Context: an optimization exercise on an open-source flow, tuned for small area and a short achievable clock period. The choices shown serve that exercise and are no tape-out recipe.
Where RTL was checked, it was by simulation tests only, not by an equivalence proof against the original.
No functional check of the RTL was part of run 1.

==> flow/design.v (outline; a module is shown in full before it is edited, if it fits) <==
// module costas: 10277 lines
module costas #
    (
        parameter integer C_S00_AXIS_TDATA_WIDTH    = 32,
        parameter integer C_M00_AXIS_TDATA_WIDTH    = 32
    )
    (
        input  wire                          s00_axis_aclk,
        input  wire                          s00_axis_aresetn,
        input  wire                          s00_axis_tlast,
        input  wire                          s00_axis_tvalid,
        input  wire [C_S00_AXIS_TDATA_WIDTH-1 : 0] s00_axis_tdata,
        input  wire [(C_S00_AXIS_TDATA_WIDTH/8)-1: 0] s00_axis_tstrb,
        output reg                           s00_axis_tready,
        input  wire                          m00_axis_aclk,
        input  wire                          m00_axis_aresetn,
        input  wire                          m00_axis_tready,
        output reg                           m00_axis_tvalid,
        output reg                           m00_axis_tlast,
        output reg [C_M00_AXIS_TDATA_WIDTH-1 : 0] m00_axis_tdata,
        output reg [(C_M00_AXIS_TDATA_WIDTH/8)-1: 0] m00_axis_tstrb
    );
  // ...
==> flow/flow/run.sh <==
#!/bin/bash
# Own layout flow: the standard ORFS flow (standard.sh), unchanged synthesis
# script, with these differences in how the layout is made:
#  - port buffers are plain buffers (buf_2) instead of the default choice, so the
#    combinational m00_axis_tready -> s00_axis_tready path is not slowed by delay cells;
#  - ABC maps for a 6 ns delay target, and timing repair aims for the clock
#    period the design can reach (setup margin), not just for the 14.5 ns constraint.
# The clock, its period and the I/O constraints are the standard flow's (constraint.sdc).
# Each tool's output is in orfs/logs/; make's own output is in flow_make.log.
set -euo pipefail
export BUFFER_PORTS_ARGS="-buffer_cell sky130_fd_sc_hd__buf_2"
export ABC_CLOCK_PERIOD_IN_PS=${ABC_CLOCK_PERIOD_IN_PS:-6000}
export SETUP_SLACK_MARGIN=${SETUP_SLACK_MARGIN:-8.4}
bash standard.sh > flow_make.log 2>&1
==> flow/standard.sh <==
#!/bin/bash
# synth_recipe.tcl (not shown) runs the flow's synth.tcl, then flattens the netlist and writes it again
# the make line also repeats each setting of config.mk as NAME=value (left out here)
make -C /OpenROAD-flow-scripts/flow DESIGN_CONFIG=/design/flow/config.mk WORK_HOME=/design/flow/orfs CLKGATE_MAP_FILE= SYNTH_SCRIPT=/design/flow/synth_recipe.tcl "${@:-finish}"
==> flow/config.mk <==
export PLATFORM = sky130hd
export DESIGN_NAME = costas
export DESIGN_NICKNAME = costas
export VERILOG_FILES = /design/flow/design.v
export SDC_FILE = /design/flow/constraint.sdc
export NUM_CORES = 4
export LEC_CHECK = 0
export CAP_MARGIN = 20
export CORE_MARGIN = 2
export CORE_UTILIZATION = 50
export SLEW_MARGIN = 20
==> flow/constraint.sdc <==
create_clock -name core_clock -period 14.5 [get_ports {s00_axis_aclk}]
set_input_delay 2.9000 -clock core_clock [delete_from_list [all_inputs] [get_ports {s00_axis_aclk}]]
set_output_delay 2.9000 -clock core_clock [all_outputs]
set_load 0.01 [all_outputs]
==> impl_metrics.csv, run 1 <==
group,metric,value,unit
clock_network,tritoncts,"done",
clock_network,clock_sink_count,1385,
timing,tightest_slew,1.03,ns
routing,total_via_count_in_the_routed_design,75600,
run_status,outcome,"timing/DRC/antenna clean",
finish,non_clock_buffer_total_of_the_final_layout,157,
finish,largest_register_ff_count,68,
floorplanning,tap-cell-count,2854,
global_route,overall_overflow_remaining_after_global_route,0,
yosys,syn_inst,11600,
worst_setup_path,capture_instance_of_the_worst_register_to_register_path,"c_d0",
timing,final-max-slew-violation-count,0,
yosys,seq_area_frac_synth,25.4,%
hold_path,hold_path.class,"reg2reg",
finish,drive_gt1_share,4.64,%
finish,layout.cells.non_filler,14600,
clock_network,cts-buffers-inserted,161,
routing,met1_wirelength,107000,microns
yosys,synth_nets,13900,
finish,antenna_cells_inserted,1,
worst_setup_path,worstPathBufferInverterCount,5,
routing,highest_layer,"met4",
clock_network,clk_transition_reported_paths,0.06,ns
finish,layout.filler_cells,19400,
finish,final-nonclk-buf-share,0.871,%
floorplanning,die_area,0.222,sq mm
yosys,synth_edf_count,0,
yosys,yosysWarnings,4,
==> run 2, diff against run 1 <==
--- a/flow/design.v
+++ b/flow/design.v
@@ -85,16 +85,17 @@
     wire [16:0] dxy = {xr[15], xr} - {yr[15], yr};
     wire [29:0] xk_d, yk_d;
     wire [30:0] hx, hy;
     wire [31:0] xn2, xn3, xn4, xn5, xn6, xn7, xn8, xn9, xn10, xn11, xn12, xn13, xn14, xn15;
     wire [31:0] yn2, yn3, yn4, yn5, yn6, yn7, yn8, yn9, yn10, yn11, yn12, yn13, yn14, yn15;
     wire [29:0] es_d, ec_d;
     wire [25:0] beta_d, e1_d, gq_d;
     wire [15:0] phase_d;
+    wire p4000_n;                           
     wire [13:0] z3n  = rd2  ? z2  - 14'sd2555 : z2  + 14'sd2555;
     wire [12:0] z4n  = rd3  ? z3  - 13'sd1297 : z3  + 13'sd1297;
     wire [11:0] z5n  = rd4  ? z4  - 12'sd651  : z4  + 12'sd651;
     wire [10:0] z6n  = rd5  ? z5  - 11'sd326  : z5  + 11'sd326;
     wire [9:0]  z7n  = rd6  ? z6  - 10'sd163  : z6  + 10'sd163;
     wire [8:0]  z8n  = rd7  ? z7  - 9'sd81    : z7  + 9'sd81;
     wire [7:0]  z9n  = rd8  ? z8  - 8'sd41    : z8  + 8'sd41;
     wire [6:0]  z10n = rd9  ? z9  - 7'sd20    : z9  + 7'sd20;
@@ -10207,16 +10208,139 @@
     wire _k10065 = _k9816 ^ _k10031;
     wire _k10066 = _k9817 ^ _k10033;
     wire _k10067 = _k9818 ^ _k10035;
     wire _k10068 = _k9819 ^ _k10037;
     wire _k10069 = _k9820 ^ _k10039;
     wire _k10070 = _k9821 ^ _k10041;
     wire _k10071 = _k9822 ^ _k10043;
     assign phase_d = {_k10071, _k10070, _k10069, _k10068, _k10067, _k10066, _k10065, _k10064, _k10063, _k10062, _k10061, _k10060, _k10059, _k10058, _k10057, _k10056};
+    wire _k10072 = _k9745 ^ e1q[0];
+    wire _k10073 = _k9746 ^ _k9747;
+    wire _k10074 = _k9748 ^ _k9749;
+    wire _k10075 = _k9750 ^ _k9751;
+    wire _k10076 = _k9752 ^ _k9753;
+    wire _k10077 = _k9754 ^ _k9755;
+    wire _k10078 = _k9756 ^ _k9757;
+    wire _k10079 = _k9758 ^ _k9759;
+    wire _k10080 = _k9760 ^ _k9761;
+    wire _k10081 = _k9762 ^ _k9763;
+    wire _k10082 = 1'b0 ^ 1'b0;
+    wire _k10083 = _k9745 & e1q[0];
+    wire _k10084 = _k9746 & _k9747;
+    wire _k10085 = _k9748 & _k9749;
+    wire _k10086 = _k9750 & _k9751;
+    wire _k10087 = _k9752 & _k9753;
+    wire _k10088 = _k9754 & _k9755;
+    wire _k10089 = _k9756 & _k9757;
+    wire _k10090 = _k9758 & _k9759;
+    wire _k10091 = _k9760 & _k9761;
+    wire _k10092 = _k9762 & _k9763;
+    wire _k10093 = 1'b0 & 1'b0;
+    wire _k10094 = _k10084 | (_k10073 & _k10083);
+    wire _k10095 = _k10073 & _k10072;
+    wire _k10096 = _k10085 | (_k10074 & _k10084);
+    wire _k10097 = _k10074 & _k10073;
+    wire _k10098 = _k10086 | (_k10075 & _k10085);
+    wire _k10099 = _k10075 & _k10074;
+    wire _k10100 = _k10087 | (_k10076 & _k10086);
+    wire _k10101 = _k10076 & _k10075;
+    wire _k10102 = _k10088 | (_k10077 & _k10087);
+    wire _k10103 = _k10077 & _k10076;
+    wire _k10104 = _k10089 | (_k10078 & _k10088);
+    wire _k10105 = _k10078 & _k10077;
+    wire _k10106 = _k10090 | (_k10079 & _k10089);
+    wire _k10107 = _k10079 & _k10078;
+    wire _k10108 = _k10091 | (_k10080 & _k10090);
+    wire _k10109 = _k10080 & _k10079;
+    wire _k10110 = _k10092 | (_k10081 & _k10091);
+    wire _k10111 = _k10081 & _k10080;
+    wire _k10112 = _k10093 | (_k10082 & _k10092);
+    wire _k10113 = _k10082 & _k10081;
+    wire _k10114 = _k10096 | (_k10097 & _k10083);
+    wire _k10115 = _k10097 & _k10072;
+    wire _k10116 = _k10098 | (_k10099 & _k10094);
+    wire _k10117 = _k10099 & _k10095;
+    wire _k10118 = _k10100 | (_k10101 & _k10096);
+    wire _k10119 = _k10101 & _k10097;
+    wire _k10120 = _k10102 | (_k10103 & _k10098);
+    wire _k10121 = _k10103 & _k10099;
+    wire _k10122 = _k10104 | (_k10105 & _k10100);
+    wire _k10123 = _k10105 & _k10101;
+    wire _k10124 = _k10106 | (_k10107 & _k10102);
+    wire _k10125 = _k10107 & _k10103;
+    wire _k10126 = _k10108 | (_k10109 & _k10104);
+    wire _k10127 = _k10109 & _k10105;
+    wire _k10128 = _k10110 | (_k10111 & _k10106);
+    wire _k10129 = _k10111 & _k10107;
+    wire _k10130 = _k10112 | (_k10113 & _k10108);
+    wire _k10131 = _k10113 & _k10109;
+    wire _k10132 = _k10118 | (_k10119 & _k10083);
+    wire _k10133 = _k10119 & _k10072;
+    wire _k10134 = _k10120 | (_k10121 & _k10094);
+    wire _k10135 = _k10121 & _k10095;
+    wire _k10136 = _k10122 | (_k10123 & _k10114);
+    wire _k10137 = _k10123 & _k10115;
+    wire _k10138 = _k10124 | (_k10125 & _k10116);
+    wire _k10139 = _k10125 & _k10117;
+    wire _k10140 = _k10126 | (_k10127 & _k10118);
+    wire _k10141 = _k10127 & _k10119;
+    wire _k10142 = _k10128 | (_k10129 & _k10120);
+    wire _k10143 = _k10129 & _k10121;
+    wire _k10144 = _k10130 | (_k10131 & _k10122);
+    wire _k10145 = _k10131 & _k10123;
+    wire _k10146 = _k10140 | (_k10141 & _k10083);
+    wire _k10147 = _k10141 & _k10072;
+    wire _k10148 = _k10142 | (_k10143 & _k10094);
+    wire _k10149 = _k10143 & _k10095;
+    wire _k10150 = _k10144 | (_k10145 & _k10114);
+    wire _k10151 = _k10145 & _k10115;
+    wire _k10152 = _k10073 ^ _k10083;
+    wire _k10153 = _k10074 ^ _k10094;
+    wire _k10154 = _k10075 ^ _k10114;
+    wire _k10155 = _k10076 ^ _k10116;
+    wire _k10156 = _k10077 ^ _k10132;
+    wire _k10157 = _k10078 ^ _k10134;
+    wire _k10158 = _k10079 ^ _k10136;
+    wire _k10159 = _k10080 ^ _k10138;
+    wire _k10160 = _k10081 ^ _k10146;
+    wire _k10161 = _k10082 ^ _k10148;
+    wire _k10162 = _k9764 ^ _k9765;
+    wire _k10163 = _k9766 ^ _k9767;
+    wire _k10164 = _k9768 ^ _k9769;
+    wire _k10165 = _k9770 ^ _k9771;
+    wire _k10166 = _k9772 ^ _k9773;
+    wire _k10167 = _k9774 ^ _k9775;
+    wire _k10168 = _k9776 ^ _k9777;
+    wire _k10169 = _k9778 ^ _k9779;
+    wire _k10170 = _k9780 ^ _k9781;
+    wire _k10171 = _k9782 ^ _k9783;
+    wire _k10172 = _k9784 ^ _k9785;
+    wire _k10173 = _k9786 ^ _k9787;
+    wire _k10174 = _k9788 ^ _k9789;
+    wire _k10175 = _k9790 ^ _k9791;
+    wire _k10176 = _k9792 ^ _k9793 ^ 1'b1;
+    wire _k10177 = _k9794 ^ _k9795;
+    wire _k10178 = ~(_k10161 ^ _k10162);
+    wire _k10179 = ~(((_k9764 & _k9765) | (_k9764 & _k10162) | (_k9765 & _k10162)) ^ _k10163);
+    wire _k10180 = ~(((_k9766 & _k9767) | (_k9766 & _k10163) | (_k9767 & _k10163)) ^ _k10164);
+    wire _k10181 = ~(((_k9768 & _k9769) | (_k9768 & _k10164) | (_k9769 & _k10164)) ^ _k10165);
+    wire _k10182 = ~(((_k9770 & _k9771) | (_k9770 & _k10165) | (_k9771 & _k10165)) ^ _k10166);
+    wire _k10183 = ~(((_k9772 & _k9773) | (_k9772 & _k10166) | (_k9773 & _k10166)) ^ _k10167);
+    wire _k10184 = ~(((_k9774 & _k9775) | (_k9774 & _k10167) | (_k9775 & _k10167)) ^ _k10168);
+    wire _k10185 = ~(((_k9776 & _k9777) | (_k9776 & _k10168) | (_k9777 & _k10168)) ^ _k10169);
+    wire _k10186 = ~(((_k9778 & _k9779) | (_k9778 & _k10169) | (_k9779 & _k10169)) ^ _k10170);
+    wire _k10187 = ~(((_k9780 & _k9781) | (_k9780 & _k10170) | (_k9781 & _k10170)) ^ _k10171);
+    wire _k10188 = ~(((_k9782 & _k9783) | (_k9782 & _k10171) | (_k9783 & _k10171)) ^ _k10172);
+    wire _k10189 = ~(((_k9784 & _k9785) | (_k9784 & _k10172) | (_k9785 & _k10172)) ^ _k10173);
+    wire _k10190 = ~(((_k9786 & _k9787) | (_k9786 & _k10173) | (_k9787 & _k10173)) ^ _k10174);
+    wire _k10191 = ~(((_k9788 & _k9789) | (_k9788 & _k10174) | (_k9789 & _k10174)) ^ _k10175);
+    wire _k10192 = ~(((_k9790 & _k9791) | (_k9790 & _k10175) | (_k9791 & _k10175)) ^ _k10176);
+    wire _k10193 = ~(((_k9792 & _k9793) | (_k9792 & _k10176) | (_k9793 & _k10176)) ^ _k10177);
+    assign p4000_n = _k10178 & _k10179 & _k10180 & _k10181 & _k10182 & _k10183 & _k10184 & _k10185 & _k10186 & _k10187 & _k10188 & _k10189 & _k10190 & _k10191 & _k10192 & _k10193;
     always_ff @(posedge clk) begin
         xr <= s00_axis_tdata[15:0];
         yr <= s00_axis_tdata[31:16];
         xk <= xk_d;
         yk <= yk_d;
         f1 <= ($signed(dxy) > 17'sd53962) || ($signed(dxy) < -17'sd53962);
         f2 <= ($signed(sxy) > 17'sd53962) || ($signed(sxy) < -17'sd53962);
         px2 <= {hx[30:0], 1'b0} ^ {wb, 31'b0};
@@ -10237,17 +10361,16 @@
         px15 <= xn14; py15 <= yn14;                    rd15 <= $signed(z15n) > 0;
         fx <= xn15[31:16];
         fy <= yn15[31:16];
         es  <= es_d;
         ec  <= ec_d;
         bq  <= beta_d;
         e1q <= e1_d;
     end
-    wire p4000_n = (phase_d == 16'h4000);
     wire fold_n = (phase_d[15] ^ phase_d[14]) & ~p4000_n;
     wire d1_n = ~phase_d[13] & ~p4000_n;
     wire d0_n = phase_d[15] ^ fold_n;
     always_ff @(posedge clk) begin
         if (rst) begin
             ve     <= 1'b0;
             vq     <= 1'b0;
             gq     <= '0;
==> flow/flow/run.sh (replaced) <==
#!/bin/bash
# Own layout flow: the standard ORFS flow (standard.sh) with these changes in
# how the layout is made (the clock, its period and the I/O constraints stay
# the standard flow's constraint.sdc):
#  - synthesis is synth_recipe.tcl with Yosys's generic "abc -fast" skipped
#    (synth -noabc), so extract_fa sees the design's own adder structure; the
#    rest of the script (fsm/share skipped, flatten, renames) is unchanged;
#  - port buffers are plain buffers (buf_2) rather than delay cells, so the
#    combinational m00_axis_tready -> s00_axis_tready path stays short;
#  - ABC maps for a 6 ns delay target, and timing repair aims for the period
#    the design can reach (setup margin) rather than only the 14.5 ns clock.
# Every tool's output is in orfs/logs/ (one log per step); make's own output is
# in flow_make.log.
set -euo pipefail
sed '1s/-noshare/-noshare -noabc/' synth_recipe.tcl > flow_synth.tcl
sed "s#SYNTH_SCRIPT=[^ ]*synth_recipe.tcl#SYNTH_SCRIPT=$PWD/flow_synth.tcl#" standard.sh > flow_standard.sh
grep -q "SYNTH_SCRIPT=$PWD/flow_synth.tcl" flow_standard.sh
export BUFFER_PORTS_ARGS="-buffer_cell sky130_fd_sc_hd__buf_2"
export ABC_CLOCK_PERIOD_IN_PS=${ABC_CLOCK_PERIOD_IN_PS:-6000}
export SETUP_SLACK_MARGIN=${SETUP_SLACK_MARGIN:-8.45}

bash flow_standard.sh > flow_make.log 2>&1
==> flow/config.mk (replaced) <==
export PLATFORM = sky130hd
export DESIGN_NAME = costas
export DESIGN_NICKNAME = costas
export VERILOG_FILES = /design/flow/design.v
export SDC_FILE = /design/flow/constraint.sdc
export NUM_CORES = 4
export LEC_CHECK = 0
export CAP_MARGIN = 20
export CORE_MARGIN = 2
export CORE_UTILIZATION = 55
export SLEW_MARGIN = 20
==> impl_metrics.csv, run 2 <==
group,metric,value,unit
clock_network,clk_transition_reported_paths,0.06,ns
yosys,syn_inst,9677,
yosys,synth_compound_gate_area_share,12.9,%
clock_network,root_buffer,"sky130_fd_sc_hd__clkbuf_16",
clock_network,cts_hold_repair.buffers,0,
timing,setup_tns,0,ns
floorplanning,floorplan.core_area,0.186,sq mm
routing,post_drt_wl_per_cell,19.1,microns
finish,final_net_count,12100,
yosys,yosys.area_share.simple,7.27,%
yosys,dominant_combinational_cell_family_by_area_after_synthesis,"adder cells",
yosys,synth-async-reset-ratio,0,%
floorplanning,row_count,158,
routing,drtIter0Drc,3034,
routing,vias_per_cell,5.49,
worst_setup_path,sort_of_element_at_the_end_of_the_critical_path,"primary output",
yosys,synthesis.area_per_instance,10.7,sq um
yosys,top_ff_cell_synth,"sky130_fd_sc_hd__dfxtp_1",
timing,post-route-min-period,6.03,ns
floorplanning,io_pins,82,
worst_setup_path,cpMostUsedCell,"sky130_fd_sc_hd__buf_2",
routing,drc,0,
global_route,grt_pass1_vias,71900,
clock_network,cts-buffers-inserted,159,
finish,antenna_cells_inserted,0,
finish,layout_common_cells,"sky130_fd_sc_hd__dfxtp_1 (1,366), sky130_fd_sc_hd__ha_1 (1,323), sky130_fd_sc_hd__fa_1 (1,006), sky130_fd_sc_hd__xor2_1 (924), sky130_fd_sc_hd__xnor2_1 (719)",
clock_network,max-clock-path-buffers,3,
timing,tightest_slew,1.03,ns
yosys,seq_area_frac_synth,26.9,%
hold_path,hold_path.class,"reg2reg",
yosys,share_of_synthesized_cell_area_in_full_adder_half_adder_and_majority_cells,35.8,%
timing,timing.slew.headroom,31.2,%
finish,syn_to_layout_area_delta,8.57,%
worst_setup_path,worstPathBufferInverterCount,2,
finish,most_common_library_cell_in_the_layout_ignoring_fill_and_taps,"sky130_fd_sc_hd__dfxtp_1",
yosys,yosysWarnings,4,
placed_design,place_congestion,0.889,
floorplanning,fp.dieH,437,microns
job,drv_cap,0,
clock_network,tritoncts,"done",
finish,layout.cells.non_filler,12300,
worst_setup_path,cp_slowest_cell,"sky130_fd_sc_hd__buf_2",
floorplanning,die_width,437,microns
yosys,synth.largest_area_cell,"sky130_fd_sc_hd__dfxtp_1",
yosys,fraction_of_synthesized_cell_area_in_xor_and_xnor_cells,14.0,%
clock_network,clock_sink_count,1385,
timing,final-max-slew-violation-count,0,
yosys,synth_edf_count,0,
routing,antenna_violating_nets_post_route,0,
worst_setup_path,criticalPathCategory,"in2out",
timing,maxClockFrequency,166,MHz
yosys,synth.cell_area,0.103,sq mm
routing,total_via_count_in_the_routed_design,67700,
yosys,yosysMostFrequentCell,"sky130_fd_sc_hd__dfxtp_1",
clock_network,clk-insertion-delay-late,0.82,ns
global_route,wire_length_of_the_first_global_routing_pass,384000,microns
worst_setup_path,crit-reg2reg-launch,"c_fold",
worst_setup_path,critPathArrivalTime,3.13,ns
finish,regMostFlops,"sb",
timing,final-hold-violation-count,0,
global_route,overall_overflow_remaining_after_global_route,0,
worst_setup_path,critical_path.cell_chain,"buf_2 > buf_2",
global_route,grt_usage,25.0,%
yosys,synth_top_cells_by_count,"sky130_fd_sc_hd__dfxtp_1 (1,385), sky130_fd_sc_hd__ha_1 (1,323), sky130_fd_sc_hd__fa_1 (1,006)",
routing,dr.pass1.iters,6,
finish,drive_gt1_share,5.41,%
floorplanning,initial_utilization,55.5,%
worst_setup_path,critPathLaunchType,"input pin",
finish,largest_register_ff_count,68,
timing,setup_viol,0,
placed_design,numPortBuffers,79,
worst_setup_path,critPathLaunch,"m00_axis_tready",
placed_design,place.detailed.instances,12000,
routing,routed_wl,236000,microns
worst_setup_path,critical_path_peak_fanout,2,
hold_path,hp_start,"l[9]",
timing,grt_setup_unrepaired,"yes",
worst_setup_path,crit_required,11.60,ns
yosys,yosys-mux-area-fraction,0.255,%
floorplanning,die_area,0.191,sq mm
yosys,synth_nets,12000,
worst_setup_path,critical_path.top_delay_family,"buffers and inverters",
yosys,ys_ff_latch,1385,
yosys,synth.top_cells.by_area,"sky130_fd_sc_hd__dfxtp_1 (27%), sky130_fd_sc_hd__fa_1 (20%), sky130_fd_sc_hd__ha_1 (16%)",
placed_design,place_hpwl,193000,microns
run_status,outcome,"timing/DRC/antenna clean",
yosys,yosys.area.top_type_share,26.9,%
clock_network,cts-htree-levels,4,
global_route,number_of_antenna_violations_at_the_first_check_in_global_routing,2,
worst_setup_path,timing.critical_path.slowest_cell_delay,0.13,ns
timing,post-route-period-util,41.6,%
global_route,grt_start_max_net_pins,81,
yosys,synth.distinct_cells,85,
timing,finClkSkew,0.0279,ns
run 2: cell type report:
cell class	instances	area (sq um)
timing repair buffer	153	975
fill	15600	73800
sequential	1385	27800
tap	2480	3100
clock buffer	216	4540
inverter	516	1940
clock inverter	79	1140
multi-input combinational	7499	72500
run 2: cell families (layout without fill, tap and decap cells):
family          count (synthesis)  after routing
buf+inv                       793            964
xor+xnor                     1651           1651
mux                            26             26
flops                        1385           1385
simple gates                 1516           1516
fa+ha+maj                    2349           2349
compound gates               1957           1957
run 2: path summary, 6_finish.rpt:
kind	to	slack [ns]	cells after the start
setup / recovery	s00_axis_tready	8.47	2
hold / removal	l[10]	0.32	0
setup reg to reg	px2[30]	8.74	16
hold reg to reg	l[10]	0.32	0
run 2: timing repair:
action,4_1_cts,5_1_grt
endpoints found under the setup margin,2,10
pin swaps,0,0
resized for setup,2,3
buffers inserted,0,1
run 2: per-layer routing:
metal | share of wire [%] | vias up | track usage (%)
met5 | 0 | - | 0
met4 | 3.8 | 0 | 8.98
met3 | 2.9 | 420 | 2.90
met2 | 52 | 1006 | 45.7
met1 | 42 | 33000 | 30.2
li1 | - | 33200 | -
run 2: per-stage QoR:
step           utilization (%)  setup slack (ns)  cell area (sq um)  hold WS (ns)
3_5_place_dp              57.2              8.36             106000         0.312
6_report                  60.3              8.47             112000         0.324
3_3_place_gp              57.2              8.39             106000         0.310
4_1_cts                   60.2              8.43             112000         0.323
5_1_grt                   60.3              8.40             112000         0.331
2_1_floorplan                -              8.58             103000         0.310
==> run 3, diff against run 2 <==
--- a/flow/flow/run.sh
+++ b/flow/flow/run.sh
@@ -18,5 +18,7 @@
 export BUFFER_PORTS_ARGS="-buffer_cell sky130_fd_sc_hd__buf_2"
 export ABC_CLOCK_PERIOD_IN_PS=${ABC_CLOCK_PERIOD_IN_PS:-6000}
 export SETUP_SLACK_MARGIN=${SETUP_SLACK_MARGIN:-8.45}
+# clock tree: larger sink clusters, clkbuf_8 buffers, no dummy loads
+export CTS_ARGS="-sink_clustering_enable -repair_clock_nets -dont_use_dummy_load -sink_clustering_size 30 -buf_list sky130_fd_sc_hd__clkbuf_8"
 
 bash flow_standard.sh > flow_make.log 2>&1
==> impl_metrics.csv, run 3 <==
group,metric,value,unit
run_status,outcome,"timing/DRC/antenna clean",
timing,grt_setup_unrepaired,"yes",
timing,post-route-min-period,6.03,ns
yosys,yosysMostFrequentCell,"sky130_fd_sc_hd__dfxtp_1",
floorplanning,initial_utilization,55.5,%
timing,finClkSkew,0.0800,ns
worst_setup_path,critical_path.cell_chain,"buf_2 > buf_2",
routing,post_drt_wl_per_cell,19.1,microns
placed_design,numPortBuffers,79,
global_route,grt_usage,25.0,%
clock_network,root_buffer,"sky130_fd_sc_hd__clkbuf_8",
floorplanning,io_pins,82,
routing,drc,0,
yosys,synth.cell_area,0.103,sq mm
timing,timing.slew.headroom,30.1,%
hold_path,hold-path-cell-count,0,
floorplanning,floorplan.core_area,0.186,sq mm
clock_network,clk_transition_reported_paths,0.06,ns
timing,final-max-slew-violation-count,0,
clock_network,max-clock-path-buffers,3,
yosys,synth.distinct_cells,85,
routing,vias_per_cell,5.51,
worst_setup_path,critPathLaunchType,"input pin",
finish,regMostFlops,"sb",
clock_network,tritoncts,"done",
finish,most_common_library_cell_in_the_layout_ignoring_fill_and_taps,"sky130_fd_sc_hd__dfxtp_1",
finish,layout.filler_cells,15900,
worst_setup_path,crit_required,11.60,ns
timing,tightest_slew,1.05,ns
yosys,synth.largest_area_cell,"sky130_fd_sc_hd__dfxtp_1",
yosys,synthesis.area_per_instance,10.7,sq um
global_route,wire_length_of_the_first_global_routing_pass,383000,microns
routing,dr.pass1.iters,6,
clock_network,cts-htree-levels,4,
global_route,grt_pass1_vias,72000,
timing,post-route-period-util,41.6,%
routing,antenna_violating_nets_post_route,0,
global_route,overall_overflow_remaining_after_global_route,0,
worst_setup_path,cpMostUsedCell,"sky130_fd_sc_hd__buf_2",
clock_network,cts_hold_repair.buffers,0,
timing,setup_tns,0,ns
finish,final_net_count,12200,
floorplanning,die_area,0.191,sq mm
yosys,yosys.area.top_type_share,26.9,%
timing,maxClockFrequency,166,MHz
finish,largest_register_ff_count,68,
hold_path,hold_path.class,"reg2reg",
clock_network,clk-insertion-delay-late,0.96,ns
placed_design,pre_cts_ws,8.36,ns
finish,finalCoreUtilization,58.9,%
placed_design,place_hpwl,193000,microns
yosys,synth_nets,12000,
yosys,seq_area_frac_synth,26.9,%
routing,drtIter0Drc,2768,
worst_setup_path,r2r_cells,16,
global_route,number_of_antenna_violations_at_the_first_check_in_global_routing,2,
worst_setup_path,sort_of_element_at_the_end_of_the_critical_path,"primary output",
yosys,ys_ff_latch,1385,
finish,drive_gt1_share,5.09,%
finish,layout_common_cells,"sky130_fd_sc_hd__dfxtp_1 (1,366), sky130_fd_sc_hd__ha_1 (1,323), sky130_fd_sc_hd__fa_1 (1,006), sky130_fd_sc_hd__xor2_1 (924), sky130_fd_sc_hd__xnor2_1 (719)",
finish,syn_to_layout_area_delta,6.18,%
worst_setup_path,worstPathBufferInverterCount,2,
clock_network,cts-buffers-inserted,232,
floorplanning,die_width,437,microns
worst_setup_path,timing.critical_path.slowest_cell_delay,0.13,ns
timing,final-hold-violation-count,0,
routing,routed_wl,235000,microns
floorplanning,fp.dieH,437,microns
yosys,syn_inst,9677,
routing,total_via_count_in_the_routed_design,67600,
worst_setup_path,critical_path_peak_fanout,2,
floorplanning,row_count,158,
global_route,grt_start_max_net_pins,81,
timing,setup_viol,0,
worst_setup_path,path_depth,2,
timing,finalHoldWorstSlack,0.306,ns
yosys,synth-async-reset-ratio,0,%
yosys,yosysWarnings,4,
yosys,synth_edf_count,0,
worst_setup_path,critical_path.top_delay_family,"buffers and inverters",
yosys,top_ff_cell_synth,"sky130_fd_sc_hd__dfxtp_1",
yosys,synth_top_cells_by_count,"sky130_fd_sc_hd__dfxtp_1 (1,385), sky130_fd_sc_hd__ha_1 (1,323), sky130_fd_sc_hd__fa_1 (1,006)",
worst_setup_path,criticalPathCategory,"in2out",
clock_network,clock_sink_count,1385,
job,drv_cap,0,
worst_setup_path,cp_slowest_cell,"sky130_fd_sc_hd__buf_2",
worst_setup_path,critPathArrivalTime,3.13,ns
timing,finalWorstSetupSlack,8.47,ns
placed_design,place_congestion,0.889,
yosys,synth.top_cells.by_area,"sky130_fd_sc_hd__dfxtp_1 (27%), sky130_fd_sc_hd__fa_1 (20%), sky130_fd_sc_hd__ha_1 (16%)",
[run 3: layout make-up]
class                      instances  area [sq um]  share of cell area (%)
antenna                            3          7.51                 0.00685
inverter                         516          1940                    1.77
tap                             2480          3100                    2.83
clock buffer                     232          3190                    2.92
timing repair buffer             153           975                   0.890
sequential                      1385         27800                    25.4
multi-input combinational       7499         72500                    66.2
[run 3: routing by layer]
metal / routed length [microns] / GRT usage [%] / share of wire [%] / vias to the layer above
li1: - / - / - / 33200
met1: 97800 / 30.0 / 42 / 32900
met2: 121000 / 45.4 / 52 / 1061
met3: 7100 / 3.10 / 3.0 / 456
met4: 9030 / 9.45 / 3.8 / 0
met5: 0 / 0 / 0 / -
[run 3: final timing paths]
path | end | start | slack [ns]
worst max-delay path | s00_axis_tready | m00_axis_tready | 8.47
worst min-delay path | l[5] | l[4] | 0.31
worst max register to register | px2[30] | c_fold | 8.77
worst min register to register | l[5] | l[4] | 0.31
[run 3: repair_timing]
| action | CTS | global route |
|---|---|---|
| endpoints found under the setup margin | 2 | 10 |
| gates cloned | 0 | 0 |
| resized for setup | 2 | 3 |
| setup buffers | 0 | 1 |
[run 3: cells by family after synthesis]
kind of cell | synth area share [%]
compound gates | 12.9
xor+xnor | 14.0
fa+ha+maj | 35.8
buf+inv | 2.90
flops | 26.9
mux | 0.255
simple gates | 7.27
[run 3: metrics by stage]
step | cell area [sq um] | std cells
floorplan | 103000 | 9677
global placement | 106000 | 12000
detailed placement | 106000 | 12000
CTS | 109000 | 12300
global route | 110000 | 12300
finish | 110000 | 12300

-- separate check: timing with driven ports --
The results above use ideal ports. As a check the final layouts listed here were re-extracted and re-timed, cells and wires unchanged.
Step 1 (the two cells are an assumption about what drives the block):
set clk [get_ports {s00_axis_aclk}]
set_driving_cell -lib_cell sky130_fd_sc_hd__clkbuf_16 $clk
set_driving_cell -lib_cell sky130_fd_sc_hd__buf_2 [delete_from_list [all_inputs] $clk]
Step 2 moves the port delays by t, midway between the first and last clock arrival at a register: inputs arrive t later, outputs are due t later. That takes back most of the time a late clock gives input paths.
a / b / c = ideal / step 1 / step 2; a / b = the first two.
| run | shift t [ns] | setup WS [ns] | worst setup path at the end |
|---|---|---|---|
| run 1 | 0.899 | 8.408 / 8.408 / 8.408 | register to register |
| run 2 | 0.885 | 8.473 / 8.452 / 8.452 | input to output |
| run 3 | 0.996 | 8.472 / 8.452 / 8.452 | input to output |
After both steps setup and hold are still met in every run listed. For run 2, which loses most, drivers alone change the setup slack by -0.021 ns; drivers and shift together by -0.021 ns.
